Context: an optimization exercise on an open-source flow, tuned for small area. The choices shown serve that exercise and are no tape-out recipe. Function was checked by simulation only, so behaviour that the tests miss may differ from the original. No activity file was given, so power comes from the tool's default toggle rates.

==> flow/design.v <==
module queue
#(parameter data_width = 32,
            address_width = 5,
            max_data = 2**address_width
)
(
    input wire clk, reset,
    input wire read_cmd, write_cmd,
    input wire [data_width-1:0] write_data,
    output reg [data_width-1:0] read_data,
    output wire full,
    output wire empty
);
reg [address_width:0] q;
assign empty = ~q[address_width];
assign full  = q[address_width] & ~(|q[address_width-1:0]);
wire shift = write_cmd & (~full | read_cmd);
genvar i, b;
wire [data_width-1:0] word [0:max_data-1];
wire [data_width-1:0] din;
generate
    for (b = 0; b < data_width; b = b + 1) begin : g_din
        queue_ao22 u_din (.a(write_data[b]), .sa(~full), .b(word[max_data-1][b]),
                          .sb(full), .y(din[b]));
    end
endgenerate
generate
    for (i = 0; i < max_data; i = i + 1) begin : g_word
        reg [data_width-1:0] r;
        if (i == 0) begin : g_in
            always @(posedge clk)
                if (shift)
                    r <= din;
        end else begin : g_up
            always @(posedge clk)
                if (shift)
                    r <= word[i-1];
        end
        assign word[i] = r;
    end
endgenerate
localparam NS = max_data + 2;
wire [NS-1:0] sel;
generate
    for (i = 0; i < max_data; i = i + 1) begin : g_sel
        assign sel[i] = read_cmd & q[address_width] &
                        (q[address_width-1:0] == ~i[address_width-1:0]);
    end
endgenerate
assign sel[max_data]   = read_cmd & ~q[address_width];
assign sel[max_data+1] = ~read_cmd;
wire [data_width-1:0] rd_next;
generate
    for (b = 0; b < data_width; b = b + 1) begin : g_bit
        wire [NS-1:0] d;
        for (i = 0; i < max_data; i = i + 1) begin : g_d
            assign d[i] = word[i][b];
        end
        assign d[max_data]   = write_data[b];
        assign d[max_data+1] = read_data[b];
        queue_sel34 u_sel (.s(sel), .d(d), .y(rd_next[b]));
    end
endgenerate
always @(posedge clk)
    read_data <= rd_next;
wire do_write = write_cmd & ~full;
wire do_read  = read_cmd & ~empty;
always @(posedge clk, posedge reset) begin
    if (reset)
        q <= {(address_width+1){1'b0}};
    else if (do_write & ~read_cmd)
        q <= q - 1'b1;
    else if (do_read & ~write_cmd)
        q <= q + 1'b1;
end
endmodule
module queue_sel34 (input wire [33:0] s, input wire [33:0] d, output wire y);
    wire [11:0] n;
    genvar k;
    generate
        for (k = 0; k < 11; k = k + 1) begin : g_a
            queue_aoi222 u_a (.s(s[3*k+2:3*k]), .d(d[3*k+2:3*k]), .y(n[k]));
        end
    endgenerate
    queue_nand2 u_b (.a(s[33]), .b(d[33]), .y(n[11]));
    wire [2:0] m;
    queue_nand4 u_c0 (.a(n[3:0]),  .y(m[0]));
    queue_nand4 u_c1 (.a(n[7:4]),  .y(m[1]));
    queue_nand4 u_c2 (.a(n[11:8]), .y(m[2]));
    queue_or3 u_d (.a(m), .y(y));
endmodule
module queue_ao22 (input wire a, input wire sa, input wire b, input wire sb,
                   output wire y);
    assign y = (a & sa) | (b & sb);
endmodule
module queue_aoi222 (input wire [2:0] s, input wire [2:0] d, output wire y);
    assign y = ~|(s & d);
endmodule
module queue_nand2 (input wire a, input wire b, output wire y);
    assign y = ~(a & b);
endmodule
module queue_nand4 (input wire [3:0] a, output wire y);
    assign y = ~&a;
endmodule
module queue_or3 (input wire [2:0] a, output wire y);
    assign y = |a;
endmodule
export LEC_CHECK = 0
export CAP_MARGIN = 30
export CORE_MARGIN = 2
export CORE_UTILIZATION = 40
export CTS_BUF_LIST = sky130_fd_sc_hd__clkbuf_8
export CTS_CLUSTER_DIAMETER = 100
export CTS_CLUSTER_SIZE = 15
export SLEW_MARGIN = 30
export SYNTH_HIERARCHICAL = 1
create_clock -name core_clock -period 5.5 [get_ports {clk}]
standard.sh (not shown) runs the stock make flow with config.mk's settings and CLKGATE_MAP_FILE= SYNTH_SCRIPT=/design/flow/synth_recipe.tcl, a recipe that flattens the netlist after the stock synthesis.
==> flow/flow/run.sh <==
#!/bin/bash
set -e
export BUFFER_PORTS_ARGS="-buffer_cell sky130_fd_sc_hd__buf_1"
export CTS_ARGS="-sink_clustering_enable -repair_clock_nets -buf_list sky130_fd_sc_hd__clkbuf_8 -sink_clustering_size 15 -sink_clustering_max_diameter 100 -dont_use_dummy_load"
bash standard.sh > standard.log 2>&1
The baseline ran to the end with no violations.
Change:
==> flow/run.sh (new file) <==
#!/bin/bash
# synth_recipe.tcl (not shown) runs the flow's synth.tcl, then flattens the netlist and writes it again
# the make line also repeats each setting of config.mk as NAME=value (left out here)
make -C /OpenROAD-flow-scripts/flow DESIGN_CONFIG=/design/flow/config.mk WORK_HOME=/design/flow/orfs CLKGATE_MAP_FILE= SYNTH_SCRIPT=/design/flow/synth_recipe.tcl finish
removed: flow/flow/run.sh
removed: flow/standard.sh
Result:
- The new run completed without violations
- total power is higher by a few percent
- design area rose slightly
- synthesized cell count is unchanged
- cell count increases slightly
- worst setup slack is worse by 0.34 ns
- via count barely changes
- clock skew is about the same
- sequential cell count stays the same
- wire length goes down slightly
- sequential share of layout area drops by 1.3 points
- count of clock-buffer cells in the layout came out higher by 3

[afterwards: timing with drivers on the ports]
No port has a modelled driver above. Below, the same layouts with a new extraction and two added sets of constraints. Step 1 (the two cells are an assumption about what drives the block):
set clk [get_ports {clk}]
set_driving_cell -lib_cell sky130_fd_sc_hd__clkbuf_16 $clk
set_driving_cell -lib_cell sky130_fd_sc_hd__buf_2 [delete_from_list [all_inputs] $clk]
Step 2 times the ports against the registers' clock, not the clock port: input delays grow and output delays shrink by t, the midpoint of the rising clock arrivals with the driver on. a / b / c = ideal ports / drivers / drivers and shift; a / b = the first two.
run	t (ns)	setup slack, ns	worst register clock-pin slew, ns
the first run	0.745	1.196 / 1.131 / 1.417	0.10 / 0.10
the second run	0.769	0.860 / 0.793 / 1.211	0.11 / 0.11
After both steps every run listed still meets setup and hold.
